This is an optimization exercise on Yosys and OpenROAD, whose aim is small area, a short achievable clock period and few clock cycles per item, not a production implementation.
Function was checked by simulation only, so behaviour that the tests miss may differ from the original.

red:
Design svm_axi_wrapper, start of the top module:
module svm_axi_wrapper #(
    parameter WIDTH     = 16,
    parameter N_FEATURES = 4,
    parameter N_SV      = 31,
    parameter C_S_AXIS_TDATA_WIDTH = 32,
    parameter C_M_AXIS_TDATA_WIDTH = 32
)(
    input  wire axi_clk,
    input  wire axi_reset_n,
    input  wire [C_S_AXIS_TDATA_WIDTH-1:0] s_axis_tdata,
    input  wire                            s_axis_tvalid,
    output wire                            s_axis_tready,
    input  wire                            s_axis_tlast,
    output wire [C_M_AXIS_TDATA_WIDTH-1:0] m_axis_tdata,
    output reg                             m_axis_tvalid,
    input  wire                            m_axis_tready,
    output reg                             m_axis_tlast
);
Size in the first run: ~72 I/O pins.
clock: 12.0 ns
lec_check: 0
abc_area: 1
cap_margin: 20
core_margin: 2
core_utilization: 40
place_density: 0.7
setup_slack_margin: 5.0
slew_margin: 20
standard.sh (not shown) runs the stock make flow with config.mk's settings and CLKGATE_MAP_FILE= SYNTH_SCRIPT=/design/flow/synth_recipe.tcl, a recipe that flattens the netlist after the stock synthesis.
==> flow/flow/run.sh <==
#!/bin/bash
# Standard layout (the standard.sh, standard synthesis unchanged) with a
# larger setup-slack target for ORFS's timing repair. make's full output goes
# to flow_make.log in the work folder.
set -euo pipefail
bash standard.sh SETUP_SLACK_MARGIN=6 finish > flow_make.log 2>&1
red: full flow OK, the timing, design-rule and antenna checks passed
Testbench counts of red, summed over its fixed seeds: cycles 24,920, samples 256.
For blue, these inputs were changed with respect to red:
- PLACE_DENSITY: 0.7 -> unset
--- a/flow/flow/run.sh
+++ b/flow/flow/run.sh
@@ -6 +6 @@
-bash standard.sh SETUP_SLACK_MARGIN=6 finish > flow_make.log 2>&1
+bash standard.sh SETUP_SLACK_MARGIN=6.5 finish > flow_make.log 2>&1
[summary]
blue vs. red: depth of the most critical reg-to-reg path increased by 13 relative to the old numbers; DRC violation total after the first TritonRoute iteration decreased by 16 relative to the old numbers; arrival time at the worst endpoint increased by 0.05 ns relative to the old numbers.
Here is what was changed in the inputs of green compared with blue.
- ABC_AREA removed (was 1)
--- a/flow/flow/run.sh
+++ b/flow/flow/run.sh
@@ -6 +6 @@
-bash standard.sh SETUP_SLACK_MARGIN=6.5 finish > flow_make.log 2>&1
+bash standard.sh SETUP_SLACK_MARGIN=6 finish > flow_make.log 2>&1
[summary]
- NOTE: xor-xnor portion of the synthesized cell area in green exceeds that of blue
- green vs blue — number of antenna violations at the first check in global routing dropped by a little under 10%
- Between blue and green, routability congestion estimate decreased.
- Between green and blue, count of cells along the worst register-to-register path is lower for green, blue comes in above that.
- The layout overhead on the synthesized area in green was lower than what blue gave.
- Relative to blue, standard cell area after detailed placement has decreased by about 1% in green.
- Worst-case clock buffer depth: green vs blue, no meaningful difference
- Total number of cells along the worst setup path delta for green relative to blue: 10 lower
- The via count in green is 0.930 times that in blue.
- green does better than blue on largest clock skew in the final design.
- The final reports for green and blue show worst path setup slack after routing lower in the former.
diff inputs: green => orange
- ABC_AREA now 1, previously not set
--- a/flow/flow/run.sh
+++ b/flow/flow/run.sh
@@ -6 +6 @@
-bash standard.sh SETUP_SLACK_MARGIN=6 finish > flow_make.log 2>&1
+bash standard.sh SETUP_SLACK_MARGIN=7 finish > flow_make.log 2>&1
[summary]
- orange vs. green: post-layout worst setup margin moved up; portion of the clock cycle consumed by the worst path in the final layout moved down.


## oak
svm_axi_wrapper, a different RTL version from the one above (not shown whole).
For scale: roughly 550 flip-flops, roughly 53000 um^2 of cells after synthesis.
## svm_axi_wrapper
module svm_axi_wrapper #(
    parameter WIDTH     = 16,
    parameter N_FEATURES = 4,
    parameter N_SV      = 31,
    parameter C_S_AXIS_TDATA_WIDTH = 32,
    parameter C_M_AXIS_TDATA_WIDTH = 32
)(
    input  wire axi_clk,
    input  wire axi_reset_n,
    input  wire [C_S_AXIS_TDATA_WIDTH-1:0] s_axis_tdata,
    input  wire                            s_axis_tvalid,
    output wire                            s_axis_tready,
    input  wire                            s_axis_tlast,
    output wire [C_M_AXIS_TDATA_WIDTH-1:0] m_axis_tdata,
    output reg                             m_axis_tvalid,
    input  wire                            m_axis_tready,
    output reg                             m_axis_tlast
);
export LEC_CHECK = 0
export ABC_AREA = 1
export CAP_MARGIN = 20
export CORE_MARGIN = 2
export CORE_UTILIZATION = 40
export SETUP_SLACK_MARGIN = 5.0
export SLEW_MARGIN = 20
create_clock -name core_clock -period 12.0 [get_ports {axi_clk}]
==> flow/flow/run.sh <==
#!/bin/bash
# Standard layout (the standard.sh, standard synthesis unchanged) with a
# larger setup-slack target for ORFS's timing repair. make's full output goes
# to flow_make.log in the work folder.
set -euo pipefail
bash standard.sh SETUP_SLACK_MARGIN=7 finish > flow_make.log 2>&1
Testbench counts of oak, summed over its fixed seeds: cycles 24,920, samples 256.
Edits applied to the flow inputs when going from oak to pine:
==> flow/run.sh (new file) <==
#!/bin/bash
# synth_recipe.tcl (not shown) runs the flow's synth.tcl, then flattens the netlist and writes it again
# the make line also repeats each setting of config.mk as NAME=value (left out here)
make -C /OpenROAD-flow-scripts/flow DESIGN_CONFIG=/design/flow/config.mk WORK_HOME=/design/flow/orfs CLKGATE_MAP_FILE= SYNTH_SCRIPT=/design/flow/synth_recipe.tcl finish
--- a/flow/config.mk
+++ b/flow/config.mk
@@ -10,3 +10,4 @@
 export CORE_MARGIN = 2
-export CORE_UTILIZATION = 40
+export CORE_UTILIZATION = 60
+export PLACE_DENSITY = 0.75
 export SETUP_SLACK_MARGIN = 5.0
removed: flow/flow/run.sh
removed: flow/standard.sh
## What came out
- First-iteration detailed-routing DRC count (lower): oak
- From oak to pine, number of hold-slack violations in the final timing report did not move at all.
- When pine is set beside oak, its number of non-clock inverters turns out to be 6 smaller.
- pine was carried through to the last stage, and its layout satisfied the timing, design-rule and antenna checks.
- Minimum setup slack in the final design delta (pine − oak): unfavourable
- Measured against oak, the post-layout instance count excluding filler cells of pine comes out at 0.866 times the reference value.
- Compared with oak, pine shows a higher time the worst path needs with I/O delays and setup.


RTL: one of the versions met above, not the one the previous note started from.
Size: about 6300 cells after synthesis, roughly 72 I/O pins.
==> flow/config.mk <==
export PLATFORM = sky130hd
export DESIGN_NAME = svm_axi_wrapper
export DESIGN_NICKNAME = svm_axi_wrapper
export VERILOG_FILES = /design/flow/design.v
export SDC_FILE = /design/flow/constraint.sdc
export NUM_CORES = 4
export LEC_CHECK = 0
export ABC_AREA = 1
export CAP_MARGIN = 20
export CORE_MARGIN = 2
export CORE_UTILIZATION = 40
export SETUP_SLACK_MARGIN = 5.0
export SLEW_MARGIN = 20
==> flow/constraint.sdc <==
create_clock -name core_clock -period 12.0 [get_ports {axi_clk}]
set_input_delay 2.4000 -clock core_clock [delete_from_list [all_inputs] [get_ports {axi_clk}]]
set_output_delay 2.4000 -clock core_clock [all_outputs]
set_load 0.01 [all_outputs]
==> flow/flow/run.sh <==
#!/bin/bash
# Standard layout (the standard.sh, standard synthesis unchanged) with a
# larger setup-slack target for ORFS's timing repair. make's full output goes
# to flow_make.log in the work folder.
set -euo pipefail
bash standard.sh SETUP_SLACK_MARGIN=6 finish > flow_make.log 2>&1
The first run completed without violations.
Testbench counts at the start, summed over its fixed seeds: cycles 24,920, samples 256.
==> next run, changes <==
==> flow/run.sh (new file) <==
#!/bin/bash
# synth_recipe.tcl (not shown) runs the flow's synth.tcl, then flattens the netlist and writes it again
# the make line also repeats each setting of config.mk as NAME=value (left out here)
make -C /OpenROAD-flow-scripts/flow DESIGN_CONFIG=/design/flow/config.mk WORK_HOME=/design/flow/orfs CLKGATE_MAP_FILE= SYNTH_SCRIPT=/design/flow/synth_recipe.tcl finish
removed: flow/flow/run.sh
removed: flow/standard.sh
Non-clock buffer count falls by 110.
Worst setup slack got worse by 0.88 ns.
Via count goes down by 2.4%.
==> next run, changes <==
==> flow/flow/run.sh (new file) <==
#!/bin/bash
# Standard layout (the standard.sh, standard synthesis unchanged) with a
# larger setup-slack target for ORFS's timing repair. make's full output goes
# to flow_make.log in the work folder.
set -euo pipefail
bash standard.sh SETUP_SLACK_MARGIN=6 finish > flow_make.log 2>&1
==> flow/standard.sh (new file) <==
#!/bin/bash
# synth_recipe.tcl (not shown) runs the flow's synth.tcl, then flattens the netlist and writes it again
# the make line also repeats each setting of config.mk as NAME=value (left out here)
make -C /OpenROAD-flow-scripts/flow DESIGN_CONFIG=/design/flow/config.mk WORK_HOME=/design/flow/orfs CLKGATE_MAP_FILE= SYNTH_SCRIPT=/design/flow/synth_recipe.tcl "${@:-finish}"
Settings changed: CTS_CLUSTER_DIAMETER set to 100, CTS_CLUSTER_SIZE set to 24.
removed: flow/run.sh
After rerunning: Hold slack loses 0.012 ns. Non-clock buffer count went up by 103. Setup slack gains 0.88 ns. Via count went up by 1.7%. Sequential cell count is unchanged. Final cell count went up by 0.75%.
==> next run, changes <==
--- a/flow/flow/run.sh
+++ b/flow/flow/run.sh
@@ -4,3 +4,3 @@
 # to flow_make.log in the work folder.
 set -euo pipefail
-bash standard.sh SETUP_SLACK_MARGIN=6 finish > flow_make.log 2>&1
+bash standard.sh SETUP_SLACK_MARGIN=5.5 finish > flow_make.log 2>&1
Settings changed: CTS_CLUSTER_DIAMETER 100 to unset, CTS_CLUSTER_SIZE 24 to unset.
=> The new run finished with timing, DRC and antenna clean. Routed wire length increases by 1.0%. Setup slack loses 0.39 ns. Count of clock-buffer cells in the layout goes up by 45.


v18:
Another version of the RTL of svm_axi_wrapper (not shown whole).
Size: ~6,300 cells after synthesis, about 520 flip-flops, roughly 72 I/O pins.
Design svm_axi_wrapper, start of the top module:
module svm_axi_wrapper #(
    parameter WIDTH     = 16,
    parameter N_FEATURES = 4,
    parameter N_SV      = 31,
    parameter C_S_AXIS_TDATA_WIDTH = 32,
    parameter C_M_AXIS_TDATA_WIDTH = 32
)(
    input  wire axi_clk,
    input  wire axi_reset_n,
    input  wire [C_S_AXIS_TDATA_WIDTH-1:0] s_axis_tdata,
    input  wire                            s_axis_tvalid,
    output wire                            s_axis_tready,
    input  wire                            s_axis_tlast,
    output wire [C_M_AXIS_TDATA_WIDTH-1:0] m_axis_tdata,
    output reg                             m_axis_tvalid,
    input  wire                            m_axis_tready,
    output reg                             m_axis_tlast
);
    wire rst = ~axi_reset_n;
    reg        in_hdr;       
    reg  [1:0] wp;           
    reg  [4:0] svi;          
    reg        tl_acc;       
    reg        s_rdy;
    assign s_axis_tready = s_rdy;
    wire hs = s_axis_tvalid & s_rdy;
    wire at_last  = ~in_hdr & (wp == 2'd2) & (svi == 5'd30);
    wire pre_last = ~in_hdr & (wp == 2'd1) & (svi == 5'd30);
    reg signed [15:0] x0, x1, x2, x3;
    reg signed [15:0] rho0, rho1, rho2;
    reg [31:0] A1, A2;
    reg [31:0] A3;
    reg [4:0]  T1, T2, T3;   
    reg        tl1, tl2, tl3;  
    reg [31:0] W;            
    reg        wv;           
    reg        wsec;         
    reg        dv, zgo, z2, c1, c2, c3, ek, m0, m1, vt;
    wire [1:0] grp = (svi < 5'd7) ? 2'd0 : (svi < 5'd20) ? 2'd1 : 2'd2;
    wire       mv_next;
    always @(posedge axi_clk) begin
        if (rst) begin
            in_hdr <= 1'b1;
            wp     <= 2'd0;
            svi    <= 5'd0;
            tl_acc <= 1'b0;
            wv     <= 1'b0;
            zgo    <= 1'b0;
        end else begin
  ...
export LEC_CHECK = 0
export ABC_AREA = 1
export CAP_MARGIN = 20
export CORE_MARGIN = 2
export CORE_UTILIZATION = 40
export SLEW_MARGIN = 20
create_clock -name core_clock -period 12.0 [get_ports {axi_clk}]
run.sh (not shown) runs the stock make flow with config.mk's settings and CLKGATE_MAP_FILE= SYNTH_SCRIPT=/design/flow/synth_recipe.tcl, a recipe that flattens the netlist after the stock synthesis.
Stock flow here: none of the scripts above is used.
Testbench counts of v18, summed over its fixed seeds: cycles 24,912, samples 256.
### v18 -> v4
# v18
export LEC_CHECK = 0
export ABC_AREA = 1
export CAP_MARGIN = 20
export CORE_MARGIN = 2
export CORE_UTILIZATION = 40
export SLEW_MARGIN = 20
create_clock -name core_clock -period 12.0 [get_ports {axi_clk}]
# v4
export LEC_CHECK = 0
export CAP_MARGIN = 20
export CORE_MARGIN = 2
export CORE_UTILIZATION = 40
export SLEW_MARGIN = 20
create_clock -name core_clock -period 12.0 [get_ports {axi_clk}]
Notes after the runs:
Summary of v4 over v18: number of signal-net buffers in the layout went up.
v18 ended up with Zp[13] as its critical path capture point; v4 ended up with XX[14].


RTL: one of the versions met above, not the one the previous note started from.
Size in the first run: ~550 flip-flops, roughly 72 I/O pins.
Design svm_axi_wrapper, start of the top module:
module svm_axi_wrapper #(
    parameter WIDTH     = 16,
    parameter N_FEATURES = 4,
    parameter N_SV      = 31,
    parameter C_S_AXIS_TDATA_WIDTH = 32,
    parameter C_M_AXIS_TDATA_WIDTH = 32
)(
    input  wire axi_clk,
    input  wire axi_reset_n,
    input  wire [C_S_AXIS_TDATA_WIDTH-1:0] s_axis_tdata,
    input  wire                            s_axis_tvalid,
    output wire                            s_axis_tready,
    input  wire                            s_axis_tlast,
    output wire [C_M_AXIS_TDATA_WIDTH-1:0] m_axis_tdata,
    output reg                             m_axis_tvalid,
    input  wire                            m_axis_tready,
    output reg                             m_axis_tlast
);
    wire rst = ~axi_reset_n;
    reg        in_hdr;       
    reg  [1:0] wp;           
    reg  [4:0] svi;          
    reg        tl_acc;       
    reg        s_rdy;
    assign s_axis_tready = s_rdy;
    wire hs = s_axis_tvalid & s_rdy;
    wire at_last  = ~in_hdr & (wp == 2'd2) & (svi == 5'd30);
    wire pre_last = ~in_hdr & (wp == 2'd1) & (svi == 5'd30);
    reg signed [15:0] x0, x1, x2, x3;
    reg signed [15:0] rho0, rho1, rho2;
    reg [31:0] A1, A2;
    reg [31:0] A3;
    reg [4:0]  T1, T2, T3;   
    reg        tl1, tl2, tl3;  
    reg [31:0] W;            
    reg        wv;           
    reg        wsec;         
    reg        dv, zgo, z2, c1, c2, c3, ek, ek2, m0, m1, vt;
    wire [1:0] grp = (svi < 5'd7) ? 2'd0 : (svi < 5'd20) ? 2'd1 : 2'd2;
    wire       mv_next;
    always @(posedge axi_clk) begin
        if (rst) begin
            in_hdr <= 1'b1;
            wp     <= 2'd0;
            svi    <= 5'd0;
            tl_acc <= 1'b0;
            wv     <= 1'b0;
            zgo    <= 1'b0;
        end else begin
            wv  <= 1'b0;
            zgo <= 1'b0;
            if (hs) begin
                if (in_hdr) begin
                    wp <= wp + 2'd1;
                    if (wp == 2'd3) begin
                        in_hdr <= 1'b0;
                        wp     <= 2'd0;
                        svi    <= 5'd0;
                    end
                    tl_acc <= tl_acc | s_axis_tlast;
                end else begin
                    if (wp == 2'd2) begin
  ...
clock: 12.0 ns
lec_check: 0
abc_area: 1
cap_margin: 20
core_margin: 2
core_utilization: 40
setup_slack_margin: 4.5
slew_margin: 20
Testbench counts at the start, summed over its fixed seeds: cycles 24,920, samples 256.
Then changed:
--- a/flow/config.mk
+++ b/flow/config.mk
@@ -11,3 +11,3 @@
 export CORE_UTILIZATION = 40
-export SETUP_SLACK_MARGIN = 4.5
+export SETUP_SLACK_MARGIN = 4.0
 export SLEW_MARGIN = 20
=> Routed wire length barely changes. Sequential share of layout area stays flat. Synthesized area does not change. Non-clock buffer count came out lower by 6. Die area is unchanged. Final area goes down by 0.37%.
Then changed:
--- a/flow/config.mk
+++ b/flow/config.mk
@@ -11,3 +11,3 @@
 export CORE_UTILIZATION = 40
-export SETUP_SLACK_MARGIN = 4.0
+export SETUP_SLACK_MARGIN = 5.0
 export SLEW_MARGIN = 20
Effect:
- synthesized area is unchanged
- global-route usage increases by 0.15 points
- final cell count climbs by 0.77%
- design area grows by 1.8%
- maximum frequency went up by 12%

-- port drivers added, routing unchanged --
How much do the figures lean on ideal ports? The routed layouts below were timed once more, with nothing changed but the port constraints. Step 1, drivers: a clkbuf_16 drives axi_clk and a buf_2 each remaining input, both assumed. Step 2 adds t to the input delays and takes it off the output delays; t is the mean of the earliest and latest rising clock arrival at the registers after step 1. Input paths then give back, and output paths get back, about the clock's delay inside the block. a / b / c = ideal / step 1 / step 2; a / b = the first two.
run | shift t [ns] | slack for setup (ns) | slew at the worst register clock pin (ns) | worst data-port slew with drivers (ns)
red | 0.740 | 6.215 / 6.215 / 5.882 | 0.07 / 0.07 | 0.21
blue | 0.747 | 6.436 / 6.436 / 5.945 | 0.07 / 0.07 | 0.17
green | 0.724 | 5.957 / 5.957 / 5.593 | 0.07 / 0.07 | 0.15
orange | 0.703 | 6.417 / 6.417 / 6.417 | 0.07 / 0.07 | 0.21
oak | 0.724 | 5.741 / 5.741 / 5.741 | 0.08 / 0.08 | 0.11
pine | 0.700 | 5.328 / 5.328 / 5.328 | 0.08 / 0.08 | 0.08
the first run of note 3 | 0.735 | 6.219 / 6.219 / 5.807 | 0.08 / 0.08 | 0.20
the second run of note 3 | 0.735 | 5.339 / 5.339 / 5.339 | 0.07 / 0.07 | 0.28
the third run of note 3 | 0.691 | 6.216 / 6.216 / 5.809 | 0.10 / 0.10 | 0.19
the fourth run of note 3 | 0.732 | 5.826 / 5.826 / 5.802 | 0.07 / 0.07 | 0.19
v18 | 0.713 | 2.091 / 2.091 / 2.091 | 0.08 / 0.08 | 0.10
v4 | 0.713 | 0.941 / 0.941 / 0.941 | 0.07 / 0.07 | 0.20
the first run of note 5 | 0.725 | 4.846 / 4.846 / 4.846 | 0.07 / 0.07 | 0.11
the second run of note 5 | 0.725 | 4.498 / 4.498 / 4.498 | 0.07 / 0.07 | 0.11
the third run of note 5 | 0.726 | 5.329 / 5.329 / 5.329 | 0.08 / 0.08 | 0.11
After both steps every run listed still meets setup and hold. The setup slack of blue, which loses most, moves by 0.000 ns with the drivers and by -0.491 ns with both steps.
